This design comes from an exercise in tuning for small area and few clock cycles per item on the open sky130 flow, not from production work.
Only simulation tests tie the RTL to the original design; equivalence was not proved.
Power and IR drop assume default switching activity.

==> flow/design.v <==
module RSA_IP (
    IN_P, IN_Q, IN_E,
    S_SEL, L_SEL, E1, E3, E5
);
input  [3:0] IN_P, IN_Q;
input  [7:0] IN_E;
output [2:0] S_SEL;
output [1:0] L_SEL;
output       E1, E3;
output [1:0] E5;
tab_pair u_pair (.x({IN_Q, IN_P}), .y({L_SEL, S_SEL}));
tab_e35  u_e35  (.x(IN_E[6:1]), .y({E5, E3}));
assign E1 = IN_E[1];
endmodule
module tab_e35 (input [5:0] x, output [2:0] y);
  wire new_n10, new_n11, new_n12, new_n13, new_n14, new_n15, new_n16, new_n17, new_n18, new_n19, new_n20, new_n21, new_n22, new_n23, new_n24, new_n25, new_n26, new_n27, new_n28, new_n29, new_n30, new_n31, new_n32, new_n33, new_n34, new_n35, new_n37, new_n38, new_n39, new_n40, new_n41, new_n42, new_n43, new_n44, new_n45, new_n46, new_n47, new_n48, new_n49, new_n51, new_n52, new_n53, new_n54, new_n55, new_n56;
  assign new_n10 = ~x[0] & ~x[4];
  assign new_n11 = ~x[2] & ~new_n10;
  assign new_n12 = x[0] & x[4];
  assign new_n13 = x[2] & ~new_n12;
  assign new_n14 = ~new_n11 & ~new_n13;
  assign new_n15 = x[1] & ~new_n12;
  assign new_n16 = ~new_n14 & ~new_n15;
  assign new_n17 = x[2] & new_n10;
  assign new_n18 = x[1] & ~new_n11;
  assign new_n19 = ~new_n17 & new_n18;
  assign new_n20 = ~new_n16 & ~new_n19;
  assign new_n21 = x[5] & new_n20;
  assign new_n22 = x[1] & ~new_n14;
  assign new_n23 = ~x[2] & new_n12;
  assign new_n24 = ~new_n11 & ~new_n12;
  assign new_n25 = ~new_n23 & ~new_n24;
  assign new_n26 = ~new_n10 & ~new_n25;
  assign new_n27 = ~x[1] & ~new_n26;
  assign new_n28 = ~new_n22 & ~new_n27;
  assign new_n29 = ~x[5] & new_n28;
  assign new_n30 = ~new_n21 & ~new_n29;
  assign new_n31 = ~x[3] & ~new_n30;
  assign new_n32 = ~x[5] & ~new_n20;
  assign new_n33 = x[3] & ~new_n21;
  assign new_n34 = ~new_n32 & new_n33;
  assign new_n35 = ~new_n28 & new_n34;
  assign y[0] = new_n31 | new_n35;
  assign new_n37 = ~x[3] & x[5];
  assign new_n38 = x[1] & new_n37;
  assign new_n39 = x[3] & ~x[5];
  assign new_n40 = ~x[1] & new_n39;
  assign new_n41 = ~new_n38 & ~new_n40;
  assign new_n42 = ~x[1] & ~new_n37;
  assign new_n43 = ~new_n39 & ~new_n42;
  assign new_n44 = new_n17 & ~new_n43;
  assign new_n45 = ~new_n24 & new_n43;
  assign new_n46 = ~new_n44 & ~new_n45;
  assign new_n47 = new_n41 & ~new_n46;
  assign new_n48 = ~new_n23 & ~new_n41;
  assign new_n49 = new_n46 & new_n48;
  assign y[1] = new_n47 | new_n49;
  assign new_n51 = new_n19 & new_n49;
  assign new_n52 = new_n25 & ~new_n43;
  assign new_n53 = new_n17 & new_n41;
  assign new_n54 = new_n23 & new_n43;
  assign new_n55 = ~new_n53 & ~new_n54;
  assign new_n56 = ~new_n52 & new_n55;
  assign y[2] = new_n51 | ~new_n56;
endmodule
module tab_pair (input [7:0] x, output [4:0] y);
  wire new_n14, new_n15, new_n16, new_n17, new_n18, new_n19, new_n20, new_n21, new_n22, new_n23, new_n24, new_n25, new_n26, new_n27, new_n28, new_n29, new_n30, new_n31, new_n32, new_n34, new_n35, new_n36, new_n37, new_n38, new_n39, new_n40, new_n41, new_n42, new_n43, new_n44, new_n45, new_n46, new_n47, new_n48, new_n49, new_n50, new_n51, new_n52, new_n53, new_n54, new_n56, new_n57, new_n60, new_n61;
  assign new_n14 = x[1] & x[2];
  assign new_n15 = ~x[7] & ~new_n14;
  assign new_n16 = x[5] & new_n15;
  assign new_n17 = x[3] & ~new_n16;
  assign new_n18 = x[5] & x[6];
  assign new_n19 = x[1] & ~new_n18;
  assign new_n20 = x[7] & ~new_n19;
  assign new_n21 = ~x[2] & x[6];
  assign new_n22 = ~x[3] & ~x[7];
  assign new_n23 = x[2] & ~x[6];
  assign new_n24 = new_n22 & ~new_n23;
  assign new_n25 = ~new_n21 & new_n24;
  assign new_n26 = ~x[5] & ~x[6];
  assign new_n27 = ~x[1] & ~x[2];
  assign new_n28 = ~new_n26 & ~new_n27;
  assign new_n29 = x[0] & x[4];
  assign new_n30 = new_n28 & new_n29;
  assign new_n31 = ~new_n25 & new_n30;
  assign new_n32 = ~new_n20 & new_n31;
  assign y[0] = ~new_n17 & new_n32;
  assign new_n34 = ~x[3] & ~new_n18;
  assign new_n35 = ~x[2] & ~x[3];
  assign new_n36 = x[1] & ~new_n35;
  assign new_n37 = ~new_n34 & ~new_n36;
  assign new_n38 = new_n15 & ~new_n37;
  assign new_n39 = ~x[2] & ~x[5];
  assign new_n40 = ~x[1] & ~x[6];
  assign new_n41 = ~new_n39 & ~new_n40;
  assign new_n42 = ~new_n15 & new_n41;
  assign new_n43 = ~new_n34 & new_n42;
  assign new_n44 = ~x[6] & ~x[7];
  assign new_n45 = ~x[4] & ~new_n44;
  assign new_n46 = ~x[0] & ~new_n35;
  assign new_n47 = new_n28 & ~new_n46;
  assign new_n48 = ~new_n45 & new_n47;
  assign new_n49 = ~new_n43 & new_n48;
  assign new_n50 = ~new_n38 & new_n49;
  assign new_n51 = x[3] & x[7];
  assign new_n52 = x[2] & ~new_n51;
  assign new_n53 = ~new_n44 & new_n52;
  assign new_n54 = new_n50 & new_n53;
  assign y[4] = ~new_n22 & new_n49;
  assign new_n56 = ~x[7] & new_n21;
  assign new_n57 = y[4] & new_n56;
  assign y[1] = new_n54 | new_n57;
  assign y[2] = new_n50 & new_n51;
  assign new_n60 = ~x[3] & ~x[6];
  assign new_n61 = x[7] & new_n60;
  assign y[3] = new_n50 & ~new_n61;
endmodule
module RSA_TOP (
    clk, rst_n, in_valid,
    in_p, in_q, in_e, in_c,
    out_valid, out_m
);
input clk, rst_n, in_valid;
input [3:0] in_p, in_q;
input [7:0] in_e, in_c;
output out_valid;
output [7:0] out_m;
function [4:0] add4;
	input [3:0] a, b;
	input ci;
	integer i;
	reg cy;
	begin
		cy = ci;
		for (i = 0; i < 4; i = i + 1) begin
			add4[i] = a[i] ^ b[i] ^ cy;
			cy = (a[i] & b[i]) | (cy & (a[i] ^ b[i]));
		end
		add4[4] = cy;
	end
endfunction
reg  [2:0] cnt;
always @(posedge clk, negedge rst_n) begin
	if (!rst_n)
		cnt <= 3'd0;
	else
		cnt <= {in_valid & (cnt[2] ^ (cnt[1] & cnt[0])),
		        in_valid & (cnt[1] ^ cnt[0]),
		        in_valid & ~cnt[0]};
end
wire       first = ~(cnt[2] | cnt[1] | cnt[0]);
wire [2:0] k_s;
wire [1:0] k_l;
wire       k_e1, k_e3;
wire [1:0] k_e5;
RSA_IP U0 (.IN_P(in_p), .IN_Q(in_q), .IN_E(in_e),
           .S_SEL(k_s), .L_SEL(k_l), .E1(k_e1), .E3(k_e3), .E5(k_e5));
reg  [8:0] key_r;
wire [8:0] key = first ? {k_s, k_l, k_e1, k_e3, k_e5} : key_r;
always @(posedge clk) key_r <= key;
wire [2:0] s_sel = key[8:6];
wire [1:0] l_sel = key[5:4];
wire       e1    = key[3];
wire       e3    = key[2];
wire [1:0] e5    = key[1:0];
wire [7:0] c  = in_c;
wire [4:0] sq = add4(c[7:4], c[3:0], 1'b0);
wire [4:0] q  = add4(sq[3:0], 4'd0, sq[4]);       
wire [4:0] t7 = add4(c[3:0], {c[6:4], 1'b0}, 1'b0);
wire [4:0] t7x = {t7[4] | c[7], t7[3:0]};         
wire [1:0] r3;
wire [2:0] y5, y7;
wire [3:0] r11, r13, y11, y13;
tab_q3    u_q3    (.x(q[3:0]), .y(r3));
tab_q5    u_q5    (.x({e1, q[3:0]}), .y(y5));
tab_y7    u_y7    (.x({e3, t7x}), .y(y7));
tab_r1113 u_r1113 (.x(c), .y({r13, r11}));
tab_p11   u_p11   (.x({e5, r11}), .y(y11));
tab_p13   u_p13   (.x({e1, e3, r13}), .y(y13));
reg [3:0] ys, yl, sv;
always @(*) begin
	case (s_sel)
		3'd0:    begin ys = {3'd0, c[0]}; sv = 4'd2;  end
		3'd1:    begin ys = {2'd0, r3};   sv = 4'd3;  end
		3'd2:    begin ys = {1'd0, y5};   sv = 4'd5;  end
		3'd3:    begin ys = {1'd0, y7};   sv = 4'd7;  end
		default: begin ys = y11;          sv = 4'd11; end
	endcase
	case (l_sel)
		2'd0:    yl = {1'd0, y5};
		2'd1:    yl = {1'd0, y7};
		2'd2:    yl = y11;
		default: yl = y13;
	endcase
end
wire [3:0] ylm;                                   
tab_ymod u_ymod (.x({s_sel, yl}), .y(ylm));
wire [4:0] df = add4(ys, ~ylm, 1'b1);             
wire [4:0] da = add4(df[3:0], sv, 1'b0);
wire [3:0] s  = df[4] ? df[3:0] : da[3:0];        
wire [7:0] lg;                                    
tab_lg u_lg (.x({s_sel, l_sel, s}), .y(lg));
wire [4:0] lo = add4(lg[3:0], yl, 1'b0);
wire [3:0] hi;
assign hi[0] = lg[4] ^ lo[4];
assign hi[1] = lg[5] ^ (lg[4] & lo[4]);
assign hi[2] = lg[6] ^ (lg[5] & lg[4] & lo[4]);
assign hi[3] = lg[7] ^ (lg[6] & lg[5] & lg[4] & lo[4]);
wire [7:0] m  = {hi, lo[3:0]};
assign out_valid = in_valid & rst_n;
assign out_m     = out_valid ? m : 8'd0;
endmodule
module tab_q3 (input [3:0] x, output [1:0] y);
  wire new_n7, new_n8, new_n9, new_n10, new_n11, new_n12, new_n13, new_n14, new_n15, new_n16, new_n17, new_n19;
  assign new_n7 = ~x[1] & ~x[3];
  assign new_n8 = x[2] & new_n7;
  assign new_n9 = x[1] & x[3];
  assign new_n10 = ~x[2] & new_n9;
  assign new_n11 = ~new_n8 & ~new_n10;
  assign new_n12 = ~x[0] & ~new_n11;
  assign new_n13 = x[0] & new_n11;
  assign new_n14 = x[2] & ~new_n9;
  assign new_n15 = ~new_n7 & ~new_n10;
  assign new_n16 = ~new_n14 & new_n15;
  assign new_n17 = new_n13 & ~new_n16;
  assign y[0] = new_n12 | new_n17;
  assign new_n19 = ~x[0] & ~new_n16;
  assign y[1] = ~new_n13 & ~new_n19;
endmodule
module tab_q5 (input [4:0] x, output [2:0] y);
  wire new_n9, new_n10, new_n11, new_n12, new_n13, new_n14, new_n15, new_n16, new_n17, new_n18, new_n19, new_n20, new_n21, new_n22, new_n23, new_n25, new_n27, new_n28;
  assign new_n9 = x[0] & ~x[2];
  assign new_n10 = ~x[1] & x[3];
  assign new_n11 = ~new_n9 & new_n10;
  assign new_n12 = ~x[0] & x[2];
  assign new_n13 = ~x[4] & ~new_n12;
  assign new_n14 = x[4] & new_n12;
  assign new_n15 = ~new_n13 & ~new_n14;
  assign new_n16 = new_n11 & ~new_n15;
  assign new_n17 = x[1] & ~x[3];
  assign new_n18 = x[4] & new_n17;
  assign new_n19 = new_n9 & ~new_n10;
  assign new_n20 = ~new_n18 & new_n19;
  assign new_n21 = ~new_n9 & new_n17;
  assign new_n22 = ~new_n13 & new_n21;
  assign new_n23 = ~new_n20 & ~new_n22;
  assign y[0] = new_n16 | ~new_n23;
  assign new_n25 = ~new_n12 & new_n17;
  assign y[1] = new_n11 | new_n25;
  assign new_n27 = ~new_n10 & ~new_n12;
  assign new_n28 = ~new_n11 & ~new_n17;
  assign y[2] = ~new_n27 & new_n28;
endmodule
module tab_y7 (input [5:0] x, output [2:0] y);
  wire new_n10, new_n11, new_n12, new_n13, new_n14, new_n15, new_n16, new_n17, new_n18, new_n19, new_n20, new_n21, new_n22, new_n24, new_n25, new_n26, new_n27, new_n28, new_n29, new_n31, new_n32;
  assign new_n10 = x[0] & x[3];
  assign new_n11 = ~x[0] & ~x[3];
  assign new_n12 = ~new_n10 & ~new_n11;
  assign new_n13 = ~x[1] & ~x[4];
  assign new_n14 = x[2] & ~new_n13;
  assign new_n15 = new_n12 & new_n14;
  assign new_n16 = x[1] & x[4];
  assign new_n17 = ~new_n13 & ~new_n16;
  assign new_n18 = ~new_n10 & ~new_n15;
  assign new_n19 = new_n17 & new_n18;
  assign new_n20 = ~new_n13 & ~new_n19;
  assign new_n21 = x[2] & new_n20;
  assign new_n22 = ~new_n12 & ~new_n21;
  assign y[0] = ~new_n15 & ~new_n22;
  assign new_n24 = ~new_n17 & ~new_n18;
  assign new_n25 = ~new_n19 & ~new_n24;
  assign new_n26 = ~x[5] & new_n25;
  assign new_n27 = ~x[2] & ~new_n20;
  assign new_n28 = ~new_n21 & ~new_n27;
  assign new_n29 = x[5] & ~new_n28;
  assign y[1] = ~new_n26 & ~new_n29;
  assign new_n31 = ~x[5] & ~new_n28;
  assign new_n32 = x[5] & new_n25;
  assign y[2] = ~new_n31 & ~new_n32;
endmodule
module tab_r1113 (input [7:0] x, output [7:0] y);
  wire new_n17, new_n18, new_n19, new_n20, new_n21, new_n22, new_n23, new_n24, new_n25, new_n26, new_n27, new_n28, new_n29, new_n30, new_n31, new_n32, new_n33, new_n34, new_n35, new_n36, new_n37, new_n38, new_n39, new_n40, new_n41, new_n42, new_n43, new_n44, new_n45, new_n46, new_n47, new_n48, new_n49, new_n50, new_n51, new_n52, new_n53, new_n54, new_n55, new_n56, new_n57, new_n58, new_n59, new_n60, new_n61, new_n62, new_n63, new_n64, new_n65, new_n66, new_n67, new_n68, new_n69, new_n70, new_n71, new_n73, new_n74, new_n75, new_n76, new_n77, new_n78, new_n79, new_n80, new_n81, new_n83, new_n84, new_n85, new_n86, new_n87, new_n88, new_n89, new_n91, new_n92, new_n93, new_n94, new_n95, new_n97, new_n98, new_n99, new_n100, new_n101, new_n102, new_n103, new_n104, new_n105, new_n106, new_n107, new_n108, new_n109, new_n110, new_n111, new_n112, new_n113, new_n114, new_n115, new_n116, new_n117, new_n118, new_n119, new_n120, new_n121, new_n122, new_n123, new_n124, new_n125, new_n126, new_n127, new_n128, new_n129, new_n130, new_n131, new_n132, new_n133, new_n134, new_n135, new_n136, new_n137, new_n139, new_n140, new_n141, new_n142, new_n143, new_n144, new_n145, new_n146, new_n147, new_n148, new_n149, new_n150, new_n151, new_n152, new_n153, new_n155, new_n156, new_n157, new_n158, new_n159, new_n160, new_n161, new_n162, new_n163, new_n164, new_n165, new_n166, new_n167, new_n168, new_n169, new_n170, new_n171, new_n173, new_n174, new_n175, new_n176, new_n177, new_n178, new_n179, new_n180, new_n181, new_n182, new_n183, new_n184;
  assign new_n17 = x[1] & ~x[5];
  assign new_n18 = x[0] & ~x[6];
  assign new_n19 = new_n17 & new_n18;
  assign new_n20 = x[3] & ~new_n19;
  assign new_n21 = x[1] & ~x[6];
  assign new_n22 = ~x[1] & x[6];
  assign new_n23 = ~x[0] & x[5];
  assign new_n24 = ~new_n22 & ~new_n23;
  assign new_n25 = ~new_n21 & ~new_n24;
  assign new_n26 = new_n20 & ~new_n25;
  assign new_n27 = x[7] & new_n26;
  assign new_n28 = x[0] & ~x[5];
  assign new_n29 = new_n22 & ~new_n28;
  assign new_n30 = x[3] & new_n29;
  assign new_n31 = x[2] & ~new_n30;
  assign new_n32 = ~new_n27 & new_n31;
  assign new_n33 = new_n21 & ~new_n23;
  assign new_n34 = x[4] & ~new_n33;
  assign new_n35 = ~new_n25 & ~new_n34;
  assign new_n36 = ~x[7] & ~new_n20;
  assign new_n37 = new_n35 & new_n36;
  assign new_n38 = ~new_n32 & ~new_n37;
  assign new_n39 = ~x[4] & ~new_n38;
  assign new_n40 = x[3] & new_n39;
  assign new_n41 = x[2] & new_n35;
  assign new_n42 = ~x[3] & ~new_n41;
  assign new_n43 = ~new_n39 & new_n42;
  assign new_n44 = ~new_n40 & ~new_n43;
  assign new_n45 = ~new_n23 & ~new_n28;
  assign new_n46 = ~new_n44 & new_n45;
  assign new_n47 = x[1] & ~x[4];
  assign new_n48 = ~new_n29 & ~new_n47;
  assign new_n49 = x[2] & new_n48;
  assign new_n50 = new_n42 & new_n49;
  assign new_n51 = x[3] & new_n41;
  assign new_n52 = new_n28 & new_n35;
  assign new_n53 = new_n48 & ~new_n52;
  assign new_n54 = ~x[2] & ~x[3];
  assign new_n55 = x[3] & new_n23;
  assign new_n56 = ~new_n54 & ~new_n55;
  assign new_n57 = ~new_n53 & ~new_n56;
  assign new_n58 = ~new_n51 & ~new_n57;
  assign new_n59 = ~new_n50 & new_n58;
  assign new_n60 = ~x[2] & x[3];
  assign new_n61 = ~new_n35 & new_n60;
  assign new_n62 = new_n38 & ~new_n61;
  assign new_n63 = ~x[0] & x[4];
  assign new_n64 = ~new_n62 & new_n63;
  assign new_n65 = ~new_n59 & new_n64;
  assign new_n66 = new_n44 & ~new_n45;
  assign new_n67 = ~new_n65 & new_n66;
  assign new_n68 = ~new_n46 & ~new_n67;
  assign new_n69 = ~x[4] & ~x[5];
  assign new_n70 = ~x[6] & new_n69;
  assign new_n71 = x[7] & ~new_n70;
  assign y[0] = ~new_n68 & ~new_n71;
  assign new_n73 = ~new_n23 & ~new_n46;
  assign new_n74 = ~x[4] & ~new_n40;
  assign new_n75 = ~new_n21 & ~new_n22;
  assign new_n76 = new_n74 & new_n75;
  assign new_n77 = ~new_n74 & ~new_n75;
  assign new_n78 = ~new_n76 & ~new_n77;
  assign new_n79 = new_n73 & ~new_n78;
  assign new_n80 = ~new_n73 & new_n78;
  assign new_n81 = ~new_n71 & ~new_n80;
  assign y[1] = ~new_n79 & new_n81;
  assign new_n83 = ~x[4] & ~x[7];
  assign new_n84 = new_n59 & ~new_n83;
  assign new_n85 = ~new_n41 & ~new_n61;
  assign new_n86 = ~new_n71 & new_n85;
  assign new_n87 = new_n84 & new_n86;
  assign new_n88 = ~new_n26 & new_n83;
  assign new_n89 = ~new_n85 & new_n88;
  assign y[2] = new_n87 | new_n89;
  assign new_n91 = x[4] & ~x[7];
  assign new_n92 = ~new_n62 & ~new_n91;
  assign new_n93 = ~new_n70 & ~new_n83;
  assign new_n94 = new_n62 & new_n93;
  assign new_n95 = ~new_n92 & ~new_n94;
  assign y[3] = ~new_n84 & new_n95;
  assign new_n97 = x[3] & x[5];
  assign new_n98 = ~x[3] & ~x[5];
  assign new_n99 = ~new_n97 & ~new_n98;
  assign new_n100 = ~new_n17 & new_n99;
  assign new_n101 = ~x[2] & new_n100;
  assign new_n102 = x[2] & ~new_n99;
  assign new_n103 = ~x[0] & x[6];
  assign new_n104 = x[3] & ~new_n103;
  assign new_n105 = ~x[1] & x[2];
  assign new_n106 = ~new_n18 & new_n105;
  assign new_n107 = ~new_n104 & new_n106;
  assign new_n108 = new_n102 & ~new_n107;
  assign new_n109 = ~x[1] & x[5];
  assign new_n110 = ~new_n60 & ~new_n109;
  assign new_n111 = ~new_n97 & new_n103;
  assign new_n112 = ~new_n110 & new_n111;
  assign new_n113 = ~new_n108 & ~new_n112;
  assign new_n114 = ~new_n101 & new_n113;
  assign new_n115 = ~x[7] & ~new_n114;
  assign new_n116 = x[3] & new_n17;
  assign new_n117 = ~new_n32 & new_n116;
  assign new_n118 = ~x[7] & ~new_n103;
  assign new_n119 = new_n54 & ~new_n118;
  assign new_n120 = ~x[1] & new_n119;
  assign new_n121 = ~x[7] & new_n18;
  assign new_n122 = ~new_n109 & new_n121;
  assign new_n123 = x[2] & new_n100;
  assign new_n124 = ~new_n122 & new_n123;
  assign new_n125 = ~new_n120 & ~new_n124;
  assign new_n126 = ~new_n117 & new_n125;
  assign new_n127 = ~new_n115 & ~new_n126;
  assign new_n128 = ~x[4] & ~new_n127;
  assign new_n129 = ~new_n98 & ~new_n101;
  assign new_n130 = ~new_n18 & ~new_n103;
  assign new_n131 = ~new_n129 & new_n130;
  assign new_n132 = ~new_n112 & ~new_n130;
  assign new_n133 = new_n129 & new_n132;
  assign new_n134 = ~new_n131 & ~new_n133;
  assign new_n135 = ~new_n128 & new_n134;
  assign new_n136 = new_n128 & ~new_n134;
  assign new_n137 = ~new_n71 & ~new_n136;
  assign y[4] = ~new_n135 & new_n137;
  assign new_n139 = ~new_n127 & new_n134;
  assign new_n140 = x[4] & ~new_n139;
  assign new_n141 = ~x[7] & ~new_n140;
  assign new_n142 = ~new_n103 & ~new_n139;
  assign new_n143 = ~new_n18 & ~new_n142;
  assign new_n144 = ~new_n17 & ~new_n109;
  assign new_n145 = new_n143 & ~new_n144;
  assign new_n146 = ~new_n120 & new_n143;
  assign new_n147 = new_n144 & ~new_n146;
  assign new_n148 = ~new_n145 & ~new_n147;
  assign new_n149 = new_n141 & ~new_n148;
  assign new_n150 = ~new_n141 & new_n148;
  assign new_n151 = x[0] & new_n119;
  assign new_n152 = ~new_n71 & ~new_n151;
  assign new_n153 = ~new_n150 & new_n152;
  assign y[5] = ~new_n149 & new_n153;
  assign new_n155 = x[3] & y[2];
  assign new_n156 = ~new_n93 & new_n127;
  assign new_n157 = ~new_n97 & ~new_n102;
  assign new_n158 = ~new_n71 & ~new_n157;
  assign new_n159 = ~new_n115 & new_n158;
  assign new_n160 = ~new_n156 & ~new_n159;
  assign new_n161 = ~new_n155 & ~new_n160;
  assign new_n162 = ~y[5] & new_n161;
  assign new_n163 = ~x[2] & ~new_n109;
  assign new_n164 = ~new_n17 & new_n103;
  assign new_n165 = new_n163 & ~new_n164;
  assign new_n166 = x[5] & new_n33;
  assign new_n167 = new_n103 & new_n105;
  assign new_n168 = ~x[4] & ~new_n167;
  assign new_n169 = ~new_n166 & new_n168;
  assign new_n170 = ~new_n165 & new_n169;
  assign new_n171 = new_n115 & ~new_n170;
  assign y[7] = new_n156 | new_n171;
  assign new_n173 = x[7] & new_n87;
  assign new_n174 = ~new_n115 & ~new_n173;
  assign new_n175 = ~y[7] & ~new_n174;
  assign new_n176 = x[1] & ~new_n100;
  assign new_n177 = ~new_n18 & ~new_n176;
  assign new_n178 = new_n163 & ~new_n177;
  assign new_n179 = ~new_n103 & new_n116;
  assign new_n180 = ~new_n107 & ~new_n179;
  assign new_n181 = ~new_n178 & new_n180;
  assign new_n182 = new_n91 & ~new_n181;
  assign new_n183 = ~new_n127 & new_n182;
  assign new_n184 = ~new_n175 & ~new_n183;
  assign y[6] = new_n162 | ~new_n184;
endmodule
module tab_p11 (input [5:0] x, output [3:0] y);
  wire new_n11, new_n12, new_n13, new_n14, new_n15, new_n16, new_n17, new_n18, new_n19, new_n20, new_n21, new_n22, new_n23, new_n24, new_n25, new_n26, new_n27, new_n28, new_n29, new_n31, new_n32, new_n33, new_n34, new_n35, new_n36, new_n37, new_n38, new_n40, new_n41, new_n42, new_n43, new_n44, new_n45, new_n46, new_n47, new_n48, new_n49, new_n51, new_n52, new_n53;
  assign new_n11 = ~x[0] & ~x[2];
  assign new_n12 = x[2] & ~x[4];
  assign new_n13 = x[0] & ~new_n12;
  assign new_n14 = ~x[0] & new_n12;
  assign new_n15 = ~new_n13 & ~new_n14;
  assign new_n16 = x[2] & ~new_n15;
  assign new_n17 = ~new_n11 & ~new_n16;
  assign new_n18 = ~x[5] & ~new_n17;
  assign new_n19 = ~x[3] & x[4];
  assign new_n20 = ~x[1] & ~x[4];
  assign new_n21 = ~new_n19 & ~new_n20;
  assign new_n22 = ~x[2] & new_n21;
  assign new_n23 = ~x[1] & ~x[3];
  assign new_n24 = ~new_n11 & new_n23;
  assign new_n25 = x[5] & ~new_n24;
  assign new_n26 = ~new_n22 & new_n25;
  assign new_n27 = ~x[1] & ~x[2];
  assign new_n28 = x[3] & ~new_n27;
  assign new_n29 = ~new_n26 & ~new_n28;
  assign y[0] = ~new_n18 & new_n29;
  assign new_n31 = x[5] & ~new_n15;
  assign new_n32 = ~x[2] & new_n23;
  assign new_n33 = x[5] & ~new_n32;
  assign new_n34 = x[1] & x[2];
  assign new_n35 = ~new_n21 & ~new_n34;
  assign new_n36 = ~new_n33 & new_n35;
  assign new_n37 = ~new_n31 & ~new_n36;
  assign new_n38 = ~new_n11 & new_n28;
  assign y[1] = new_n37 & ~new_n38;
  assign new_n40 = ~new_n28 & ~new_n32;
  assign new_n41 = ~x[0] & ~x[1];
  assign new_n42 = x[0] & x[1];
  assign new_n43 = ~new_n41 & ~new_n42;
  assign new_n44 = ~x[5] & new_n43;
  assign new_n45 = ~x[4] & ~new_n43;
  assign new_n46 = ~new_n44 & ~new_n45;
  assign new_n47 = x[2] & ~new_n46;
  assign new_n48 = ~x[2] & new_n46;
  assign new_n49 = ~new_n47 & ~new_n48;
  assign y[2] = new_n40 & ~new_n49;
  assign new_n51 = new_n11 & new_n28;
  assign new_n52 = ~new_n37 & new_n40;
  assign new_n53 = new_n49 & new_n52;
  assign y[3] = new_n51 | new_n53;
endmodule
module tab_p13 (input [5:0] x, output [3:0] y);
  wire new_n11, new_n12, new_n13, new_n14, new_n15, new_n16, new_n17, new_n18, new_n19, new_n21, new_n22, new_n23, new_n24, new_n25, new_n26, new_n27, new_n28, new_n29, new_n30, new_n31, new_n32, new_n33, new_n34, new_n35, new_n37, new_n38, new_n39, new_n40, new_n41, new_n42, new_n43, new_n45, new_n46, new_n47, new_n48, new_n49, new_n50, new_n51;
  assign new_n11 = x[1] & x[3];
  assign new_n12 = x[0] & x[2];
  assign new_n13 = ~new_n11 & ~new_n12;
  assign new_n14 = x[5] & ~new_n13;
  assign new_n15 = ~x[1] & ~x[3];
  assign new_n16 = x[5] & ~new_n15;
  assign new_n17 = ~x[0] & ~new_n16;
  assign new_n18 = x[2] & x[3];
  assign new_n19 = ~new_n17 & ~new_n18;
  assign y[0] = ~new_n14 & new_n19;
  assign new_n21 = x[0] & ~x[2];
  assign new_n22 = ~x[2] & ~x[4];
  assign new_n23 = ~x[0] & x[2];
  assign new_n24 = x[4] & new_n23;
  assign new_n25 = x[0] & ~x[3];
  assign new_n26 = ~x[0] & x[3];
  assign new_n27 = ~new_n25 & ~new_n26;
  assign new_n28 = ~new_n24 & new_n27;
  assign new_n29 = ~new_n22 & new_n28;
  assign new_n30 = new_n21 & new_n29;
  assign new_n31 = x[1] & new_n22;
  assign new_n32 = x[1] & ~new_n21;
  assign new_n33 = ~new_n24 & ~new_n32;
  assign new_n34 = ~x[3] & ~new_n33;
  assign new_n35 = ~new_n31 & ~new_n34;
  assign y[1] = new_n30 | ~new_n35;
  assign new_n37 = x[1] & x[4];
  assign new_n38 = ~new_n28 & ~new_n37;
  assign new_n39 = ~new_n29 & ~new_n38;
  assign new_n40 = y[0] & new_n39;
  assign new_n41 = x[1] & ~new_n22;
  assign new_n42 = ~new_n28 & ~new_n41;
  assign new_n43 = ~y[0] & new_n42;
  assign y[3] = new_n40 | new_n43;
  assign new_n45 = ~new_n26 & ~new_n37;
  assign new_n46 = ~x[2] & ~new_n45;
  assign new_n47 = x[2] & ~x[3];
  assign new_n48 = ~new_n37 & new_n47;
  assign new_n49 = ~new_n46 & ~new_n48;
  assign new_n50 = ~y[3] & ~new_n49;
  assign new_n51 = new_n18 & y[3];
  assign y[2] = new_n50 | new_n51;
endmodule
module tab_ymod (input [6:0] x, output [3:0] y);
  wire new_n12, new_n13, new_n14, new_n15, new_n16, new_n18, new_n19, new_n20, new_n21, new_n22, new_n23, new_n24, new_n25, new_n26, new_n27, new_n28, new_n29, new_n30, new_n31, new_n32, new_n33, new_n34, new_n35, new_n36, new_n37, new_n38, new_n39, new_n40, new_n41, new_n42, new_n43, new_n44, new_n45, new_n46, new_n47, new_n48, new_n49, new_n50, new_n51, new_n53, new_n54, new_n55, new_n56, new_n57, new_n58, new_n59, new_n60, new_n61, new_n62, new_n63, new_n65, new_n66;
  assign new_n12 = ~x[4] & ~x[5];
  assign new_n13 = x[6] & new_n12;
  assign new_n14 = ~x[2] & x[3];
  assign new_n15 = x[0] & x[1];
  assign new_n16 = new_n14 & ~new_n15;
  assign y[3] = new_n13 & new_n16;
  assign new_n18 = x[3] & ~y[3];
  assign new_n19 = x[0] & new_n18;
  assign new_n20 = x[4] & ~new_n15;
  assign new_n21 = ~x[0] & ~x[1];
  assign new_n22 = ~new_n20 & ~new_n21;
  assign new_n23 = x[5] & ~new_n22;
  assign new_n24 = x[2] & ~new_n23;
  assign new_n25 = ~x[5] & ~new_n20;
  assign new_n26 = ~x[6] & ~new_n25;
  assign new_n27 = ~new_n24 & new_n26;
  assign new_n28 = ~new_n13 & ~new_n27;
  assign new_n29 = ~new_n19 & ~new_n28;
  assign new_n30 = ~x[1] & new_n18;
  assign new_n31 = x[4] & x[5];
  assign new_n32 = ~new_n12 & ~new_n31;
  assign new_n33 = new_n30 & ~new_n32;
  assign new_n34 = ~x[0] & ~new_n33;
  assign new_n35 = new_n29 & ~new_n34;
  assign new_n36 = ~x[1] & ~x[5];
  assign new_n37 = x[1] & ~x[4];
  assign new_n38 = ~new_n36 & ~new_n37;
  assign new_n39 = new_n14 & new_n38;
  assign new_n40 = x[2] & ~x[3];
  assign new_n41 = ~new_n12 & new_n40;
  assign new_n42 = ~new_n38 & new_n41;
  assign new_n43 = ~new_n39 & ~new_n42;
  assign new_n44 = ~x[5] & new_n40;
  assign new_n45 = ~x[2] & ~x[4];
  assign new_n46 = ~new_n44 & ~new_n45;
  assign new_n47 = x[0] & ~new_n46;
  assign new_n48 = new_n43 & ~new_n47;
  assign new_n49 = x[0] & ~new_n43;
  assign new_n50 = ~x[6] & ~new_n49;
  assign new_n51 = ~new_n48 & new_n50;
  assign y[0] = new_n35 | new_n51;
  assign new_n53 = ~x[2] & ~new_n32;
  assign new_n54 = new_n18 & ~new_n53;
  assign new_n55 = x[1] & ~new_n54;
  assign new_n56 = new_n30 & new_n32;
  assign new_n57 = ~new_n55 & ~new_n56;
  assign new_n58 = new_n29 & ~new_n57;
  assign new_n59 = ~new_n20 & new_n49;
  assign new_n60 = x[4] & new_n21;
  assign new_n61 = x[3] & ~new_n60;
  assign new_n62 = x[2] & ~new_n61;
  assign new_n63 = ~new_n59 & ~new_n62;
  assign y[2] = ~new_n28 & ~new_n63;
  assign new_n65 = ~x[6] & new_n49;
  assign new_n66 = ~y[2] & new_n65;
  assign y[1] = new_n58 | new_n66;
endmodule
module tab_lg (input [8:0] x, output [7:0] y);
  wire new_n18, new_n19, new_n20, new_n21, new_n22, new_n23, new_n24, new_n25, new_n26, new_n27, new_n28, new_n29, new_n30, new_n31, new_n32, new_n33, new_n34, new_n35, new_n36, new_n37, new_n38, new_n39, new_n40, new_n41, new_n42, new_n43, new_n44, new_n45, new_n46, new_n47, new_n48, new_n49, new_n50, new_n51, new_n52, new_n53, new_n54, new_n55, new_n56, new_n57, new_n58, new_n59, new_n60, new_n61, new_n62, new_n63, new_n64, new_n65, new_n66, new_n67, new_n68, new_n69, new_n70, new_n71, new_n72, new_n73, new_n74, new_n76, new_n77, new_n78, new_n79, new_n80, new_n81, new_n82, new_n83, new_n84, new_n85, new_n86, new_n87, new_n88, new_n89, new_n90, new_n91, new_n92, new_n93, new_n94, new_n95, new_n96, new_n97, new_n98, new_n99, new_n100, new_n101, new_n102, new_n103, new_n104, new_n106, new_n107, new_n108, new_n109, new_n110, new_n111, new_n113, new_n114, new_n115, new_n116, new_n117, new_n118, new_n119, new_n120, new_n121, new_n122, new_n124, new_n125, new_n126, new_n127, new_n129, new_n130, new_n131, new_n132, new_n133, new_n134, new_n135, new_n136, new_n138, new_n139, new_n140, new_n142, new_n143, new_n144, new_n145, new_n146;
  assign new_n18 = x[0] & ~x[1];
  assign new_n19 = ~x[0] & x[1];
  assign new_n20 = ~new_n18 & ~new_n19;
  assign new_n21 = ~x[0] & x[2];
  assign new_n22 = x[0] & ~x[6];
  assign new_n23 = ~new_n21 & ~new_n22;
  assign new_n24 = new_n20 & new_n23;
  assign new_n25 = x[0] & x[7];
  assign new_n26 = x[1] & ~x[6];
  assign new_n27 = ~x[8] & new_n26;
  assign new_n28 = ~new_n25 & new_n27;
  assign new_n29 = ~new_n24 & ~new_n28;
  assign new_n30 = ~x[0] & ~x[7];
  assign new_n31 = ~new_n25 & ~new_n30;
  assign new_n32 = x[4] & ~new_n26;
  assign new_n33 = ~new_n31 & new_n32;
  assign new_n34 = new_n29 & ~new_n33;
  assign new_n35 = x[5] & ~new_n34;
  assign new_n36 = x[4] & new_n30;
  assign new_n37 = ~x[3] & ~x[8];
  assign new_n38 = x[4] & ~x[6];
  assign new_n39 = x[7] & ~new_n38;
  assign new_n40 = ~x[5] & new_n39;
  assign new_n41 = new_n37 & ~new_n40;
  assign new_n42 = ~new_n36 & ~new_n41;
  assign new_n43 = x[1] & ~x[7];
  assign new_n44 = ~x[4] & x[6];
  assign new_n45 = new_n43 & ~new_n44;
  assign new_n46 = ~new_n20 & ~new_n45;
  assign new_n47 = ~x[5] & ~new_n46;
  assign new_n48 = ~x[2] & x[6];
  assign new_n49 = ~x[4] & new_n48;
  assign new_n50 = ~new_n43 & new_n49;
  assign new_n51 = x[7] & new_n44;
  assign new_n52 = x[2] & ~new_n51;
  assign new_n53 = ~new_n50 & ~new_n52;
  assign new_n54 = ~new_n47 & new_n53;
  assign new_n55 = ~new_n42 & new_n54;
  assign new_n56 = x[8] & new_n38;
  assign new_n57 = ~new_n51 & ~new_n56;
  assign new_n58 = x[5] & ~new_n57;
  assign new_n59 = x[7] & x[8];
  assign new_n60 = ~x[3] & ~new_n59;
  assign new_n61 = new_n58 & new_n60;
  assign new_n62 = x[7] & ~new_n22;
  assign new_n63 = ~new_n48 & new_n62;
  assign new_n64 = x[0] & ~x[2];
  assign new_n65 = ~x[7] & new_n48;
  assign new_n66 = ~new_n64 & ~new_n65;
  assign new_n67 = ~new_n63 & new_n66;
  assign new_n68 = new_n37 & ~new_n67;
  assign new_n69 = ~new_n61 & ~new_n68;
  assign new_n70 = x[5] & ~new_n69;
  assign new_n71 = ~x[1] & ~x[7];
  assign new_n72 = x[4] & ~new_n71;
  assign new_n73 = new_n70 & new_n72;
  assign new_n74 = ~new_n55 & ~new_n73;
  assign y[0] = ~new_n35 & ~new_n74;
  assign new_n76 = ~x[0] & ~x[8];
  assign new_n77 = x[0] & x[8];
  assign new_n78 = ~new_n76 & ~new_n77;
  assign new_n79 = x[1] & ~new_n78;
  assign new_n80 = x[2] & ~new_n22;
  assign new_n81 = ~new_n44 & new_n80;
  assign new_n82 = new_n25 & new_n38;
  assign new_n83 = ~new_n49 & ~new_n82;
  assign new_n84 = ~new_n81 & new_n83;
  assign new_n85 = ~new_n76 & ~new_n84;
  assign new_n86 = ~new_n79 & ~new_n85;
  assign new_n87 = x[1] & ~new_n84;
  assign new_n88 = ~new_n86 & ~new_n87;
  assign new_n89 = new_n70 & new_n88;
  assign new_n90 = ~new_n21 & ~new_n64;
  assign new_n91 = new_n61 & ~new_n90;
  assign new_n92 = ~new_n89 & ~new_n91;
  assign new_n93 = ~x[2] & ~new_n38;
  assign new_n94 = x[1] & ~new_n93;
  assign new_n95 = new_n92 & ~new_n94;
  assign new_n96 = ~new_n92 & new_n94;
  assign new_n97 = ~new_n95 & ~new_n96;
  assign new_n98 = x[3] & x[8];
  assign new_n99 = x[1] & x[7];
  assign new_n100 = ~x[2] & ~new_n99;
  assign new_n101 = ~new_n98 & new_n100;
  assign new_n102 = ~x[6] & new_n55;
  assign new_n103 = ~new_n70 & ~new_n102;
  assign new_n104 = ~new_n101 & ~new_n103;
  assign y[5] = ~new_n97 & new_n104;
  assign new_n106 = x[5] & ~y[5];
  assign new_n107 = ~new_n74 & ~new_n106;
  assign new_n108 = x[4] & new_n107;
  assign new_n109 = new_n31 & new_n108;
  assign new_n110 = new_n64 & new_n71;
  assign new_n111 = new_n58 & new_n110;
  assign y[7] = new_n92 & new_n111;
  assign new_n113 = ~new_n109 & ~y[7];
  assign new_n114 = ~new_n31 & ~new_n38;
  assign new_n115 = x[4] & ~new_n62;
  assign new_n116 = ~new_n39 & ~new_n115;
  assign new_n117 = ~new_n114 & ~new_n116;
  assign new_n118 = new_n29 & ~new_n40;
  assign new_n119 = ~new_n69 & new_n118;
  assign new_n120 = x[4] & new_n119;
  assign new_n121 = new_n89 & ~new_n120;
  assign new_n122 = new_n119 & ~new_n121;
  assign y[3] = ~new_n107 & new_n122;
  assign new_n124 = ~new_n117 & y[3];
  assign new_n125 = new_n92 & ~new_n124;
  assign new_n126 = ~new_n113 & new_n125;
  assign new_n127 = new_n113 & ~new_n125;
  assign y[1] = new_n126 | new_n127;
  assign new_n129 = ~x[5] & new_n55;
  assign new_n130 = ~new_n120 & ~new_n129;
  assign new_n131 = ~new_n89 & ~new_n130;
  assign new_n132 = ~new_n121 & ~new_n131;
  assign new_n133 = ~y[5] & new_n132;
  assign new_n134 = x[4] & new_n132;
  assign new_n135 = x[0] & y[5];
  assign new_n136 = ~new_n134 & new_n135;
  assign y[2] = ~new_n133 & ~new_n136;
  assign new_n138 = ~x[5] & new_n120;
  assign new_n139 = ~new_n108 & ~new_n138;
  assign new_n140 = ~y[1] & ~new_n139;
  assign y[4] = new_n89 | new_n140;
  assign new_n142 = ~y[0] & ~new_n88;
  assign new_n143 = y[1] & new_n142;
  assign new_n144 = ~new_n42 & ~new_n143;
  assign new_n145 = new_n70 & ~new_n144;
  assign new_n146 = new_n69 & y[0];
  assign y[6] = new_n145 | new_n146;
endmodule
==> flow/flow/run.sh <==
#!/bin/bash
# Layout flow: the standard ORFS flow (standard.sh), with these changes:
#  - synthesis maps with an area-oriented ABC script (flow/abc_area.script)
#    instead of ORFS's delay-oriented one; everything else in synthesis,
#    including the register mapping and naming, is the standard synthesis;
#  - yosys's full/half-adder extraction is skipped (ADDER_MAP_FILE empty), so
#    ABC maps all of the logic;
#  - port buffers use sky130_fd_sc_hd__buf_1.
# ORFS's scripts are copied unchanged into ./scripts_local except for
# abc_area.script. Each tool's output goes to the ORFS logs under orfs/logs;
# make's own output goes to ./flow_make.log.
set -euo pipefail
W=$(pwd)
rm -rf "$W/scripts_local"
cp -r "$FLOW_HOME/scripts" "$W/scripts_local"
chmod -R u+w "$W/scripts_local"
cp "$W/flow/abc_area.script" "$W/scripts_local/abc_area.script"
bash "$W/standard.sh" "SCRIPTS_DIR=$W/scripts_local" "ADDER_MAP_FILE=" \
  "BUFFER_PORTS_ARGS=-buffer_cell sky130_fd_sc_hd__buf_1" finish > "$W/flow_make.log" 2>&1
==> flow/flow/abc_area.script <==
strash
ifraig
dch -f
amap -F 300 -A 300 -E 0
topo
==> flow/standard.sh <==
#!/bin/bash
# synth_recipe.tcl (not shown) runs the flow's synth.tcl, then flattens the netlist and writes it again
# the make line also repeats each setting of config.mk as NAME=value (left out here)
make -C /OpenROAD-flow-scripts/flow DESIGN_CONFIG=/design/flow/config.mk WORK_HOME=/design/flow/orfs CLKGATE_MAP_FILE= SYNTH_SCRIPT=/design/flow/synth_recipe.tcl "${@:-finish}"
==> flow/config.mk <==
export PLATFORM = sky130hd
export DESIGN_NAME = RSA_TOP
export DESIGN_NICKNAME = RSA_TOP
export VERILOG_FILES = /design/flow/design.v
export SDC_FILE = /design/flow/constraint.sdc
export NUM_CORES = 4
export LEC_CHECK = 0
export ABC_AREA = 1
export CAP_MARGIN = 20
export CORE_MARGIN = 2
export CORE_UTILIZATION = 75
export CTS_BUF_LIST = sky130_fd_sc_hd__clkbuf_4
export SLEW_MARGIN = 20
==> flow/constraint.sdc <==
create_clock -name core_clock -period 90.0 [get_ports {clk}]
set_input_delay 18.0000 -clock core_clock [delete_from_list [all_inputs] [get_ports {clk}]]
set_output_delay 18.0000 -clock core_clock [all_outputs]
set_load 0.01 [all_outputs]
==> impl_results.md <==
- Clock transition at the registers of the reported paths: 0.08 ns
- Vias per cell: 7.25
- DR WL/cell: 15.5 um
- CP max-delay cell: o21ai_0
- Core ar.: 3740 um2
- Slew at the pin with the worst max-slew slack: 1.11 ns
- Mapped Cells: 546
- # H-tree levels: 1
- RR Endpoint: key_r[7]
- Post-Layout Cell Count: 632
- Clk buf depth: 2
- Max cap viols: 0
- Design area: 3210 um2
- Largest area contributor in the netlist: a21oi_1
- Number of global-route vias before repair: 3871
- Asr flop ratio synth: 25.0%
- RSZ-0062 raised after global routing: no
- Worst vdd ir: 34.2 uV
- Yosys top cell area share: 13.7%
- Worst Path Max Fanout: 8
- Initial antenna violation count: 0
- ANT cells: 0
- CTS root buffer: clkbuf_4
- EDFF count, synth: 0
- Post_cts resized: 0
- IO Port Bufs: 33
- DRT Wirelength: 9790 um
- Fmax achieved: 20.0 MHz
- Most common cell in the synthesized netlist: nand2_1
- CTS tree: yes
- Worst Setup EP: out_m[6]
- Reg2Reg Setup Slack: 86.72 ns
- Final net count: 612
- Max-slew violation count: 0
- Final Hold Violating Endpoints: 0
- Setup Total Neg Slack: 0 ns
- Simple-gate share of the synthesized area: 26.6%
- Clk_skew: 0.00809 ns
- Worst reg2reg path depth: 4
- Post-synthesis mux area share: 0%
- Share of cells above drive strength 1: 0.685%
- Slew headroom: 25.0%
- CTS Buf Count: 3
- Reg power frac: 6.8%
- DRC viols: 0
- Clk sinks: 12
- Die Ht: 67.2 um
- Clock power share: 3.9%
- P_leak: 1.13 nW
- Pwr dens: 29.1 nW/um2
- Yosys cell types: 41
- Most used cell, CP: clkinv_1
- Crit Path Class: input port to primary output
- Synth Area in Compound Gates: 52.9%
- Hold/Removal Path Class: flop to flop
- Critical path launch point type: input port
- Main area contributors after synthesis: a21oi_1 (14%), nand2_1 (14%), clkinv_1 (11%)
- Worst path arrival time: 32.02 ns
- Area of the multi-input gates: 2420 um2
- First-pass GRT wire length: 15800 um
- Placed Cells incl. Taps: 628
- Width of the die: 67.2 um
- CTS Hold Buffers Added: 0
- Yosys reg bits: 12
- Largest family of logic cells by synthesized area: compound AO/OA/AOI/OAI gates
- NetSw: 0.0596 mW
- Status: finished clean
- Insertion delay to the later sink of the worst-skew pair: 0.30 ns
- Dpl hpwl: 7350 um
- Area post-placement: 3190 um2
- Post-route ant nets: 0
- Fill cells: 258
- Post-synthesis adder-cell area fraction: 0%
- Vias: 4583
- Initial DRT Pass Iterations: 10
- # rows: 22
- IO Pins: 36
- CP startpoint: in_c[0]
- Gr usage total: 43.7%
- Setup crit end kind: primary output
- # setup viols final: 0
- GR Overflow Total: 0
- Drt first-iter violations: 635
- Syn_area_per_cell: 5.49 um2
- Reg2Reg Launch Point: cnt[0]
- Max stage delay on crit path: 0.92 ns
- Internal power: 0.0339 mW
- Primary FF master, synth: dfxtp_1
- Top cells by instance count after synthesis: nand2_1 (109), clkinv_1 (86), a21oi_1 (82), o21ai_0 (49), nor2_1 (39)
- Initial Utilization: 80.0%
- Register Area: 255 um2
- Combinational Power Share: 89.3%
- Net Count, Synth: 573
- Synth Area in XOR/XNOR: 1.17%
- Largest net degree at the start of global routing: 16
- Critical Path RT: 72.00 ns
- Synthesized cell area: 3000 um2
- Minimum clock period: 50.02 ns
- Post-route clock period utilization: 55.6%
- Seq/Total Area, Yosys: 8.52%
- YS warnings: 1
- Sw Share: 63.7%
- GPL Wtd Cong: 1.07
- Area grow syn2layout: 7.27%
- Total Die Area: 4520 um2
- Post-CTS setup buffers: 0
worst min path at each step:
stage	from	slack (ns)	endpoint	depth (start not counted)
floorplan	cnt[2]	0.46	cnt[2]	1
global placement	cnt[2]	0.49	cnt[2]	1
finish	cnt[2]	0.51	cnt[2]	1
global route	cnt[2]	0.52	cnt[2]	1
CTS	cnt[2]	0.50	cnt[2]	1
detailed placement	cnt[2]	0.49	cnt[2]	1
cells in the final DEF (no fill, tap or decap), drive strengths merged, types with 2 or more instances in the layout:
cell type	instances
nor2b	3
clkinv	87
a32oi	10
o21a	2
nand2	109
dfrtp	3
nor3	7
a21boi	2
a21oi	82
a32o	2
dfxtp	9
a31oi	14
a2111oi	2
a221oi	8
clkbuf	3
xnor2	2
nand4	3
o22ai	34
nand3	15
o31ai	6
o311ai	3
a21o	8
o21ai	49
a211oi	8
a22oi	6
and2	4
nor2	39
and3	2
a222oi	6
o22a	2
xor2	2
nand2b	5
o221ai	4
buf	34
through the flow:
| step | worst slack (ns) | utilization [%] | hold WS (ns) | power, mW |
|---|---|---|---|---|
| after floorplan | 43.87 | - | 0.463 | 0.0686 |
| after global placement | 41.40 | 85.1 | 0.491 | 0.0818 |
| after detailed placement | 40.90 | 85.1 | 0.487 | 0.0851 |
| after CTS | 40.85 | 85.8 | 0.503 | 0.0891 |
| after global routing | 38.90 | 85.8 | 0.519 | 0.102 |
| final | 39.98 | 85.8 | 0.508 | 0.0935 |
power groups by stage:
stage / clock network (mW) / registers, mW / logic [mW]
CTS: 0.00357 / 0.00635 / 0.0791
finish: 0.00365 / 0.00637 / 0.0835
global route: 0.00390 / 0.00644 / 0.0918
global placement: 0 / 0.00643 / 0.0754
detailed placement: 0 / 0.00646 / 0.0786
floorplan: 0 / 0.00639 / 0.0622
cells by family (layout without fill, tap and decap cells):
logic type             after synthesis  in the layout
AO/OA/AOI/OAI                      254            254
XOR/XNOR                             4              4
buffers and inverters               86            124
flip-flops                          12             12
AND/OR/NAND/NOR                    190            190
registers in the layout, summed over array words and instances (netlist names):
register / cells
cnt: 3
key_r: 9
final cells by class:
cell class / count / area share, %
inverters: 86 / 10.0
clock buffers: 3 / 0.701
multi-input cells: 448 / 75.2
clock inverters: 1 / 0.117
repair buffers: 34 / 4.09
flip-flops and latches: 12 / 7.94
well taps: 48 / 1.87
routing by layer:
| layer | track usage [%] | share of wire [%] | vias to the layer above |
|---|---|---|---|
| met1 | 52.5 | 37 | 1928 |
| met4 | 24.5 | 4.6 | 0 |
| li1 | - | - | 2119 |
| met3 | 9.33 | 15 | 95 |
| met5 | 0 | 0 | - |
| met2 | 72.0 | 43 | 441 |
critical path, delay by kind of cell:
family          cells  cell delay, ns
buf+inv            13            2.87
xor+xnor            1            0.09
simple gates       14            2.19
compound gates     37            8.87
Testbench counts, summed over its fixed seeds: cycles 2,560, items 2,560.

static timing again, ports no longer ideal:
The results above use ideal ports. As a check the final layout listed here was re-extracted and re-timed, cells and wires unchanged. Step 1 (the two cells are an assumption about what drives the block):
set clk [get_ports {clk}]
set_driving_cell -lib_cell sky130_fd_sc_hd__clkbuf_16 $clk
set_driving_cell -lib_cell sky130_fd_sc_hd__buf_2 [delete_from_list [all_inputs] $clk]
Step 2 times the ports against the registers' clock, not the clock port: input delays grow and output delays shrink by t, the midpoint of the rising clock arrivals with the driver on. a / b / c = ideal ports / drivers / drivers and shift; a / b = the first two.
shift t [ns]: 0.313
setup WS [ns]: 39.981 / 39.959 / 39.959
worst setup path after step 2: input to output
clock arrival spread, ns: 0.009 / 0.008
pins driven straight from the clock port: 1
After both steps setup and hold are still met in this run. The setup slack of this run moves by -0.022 ns with the drivers and by -0.022 ns with both steps.
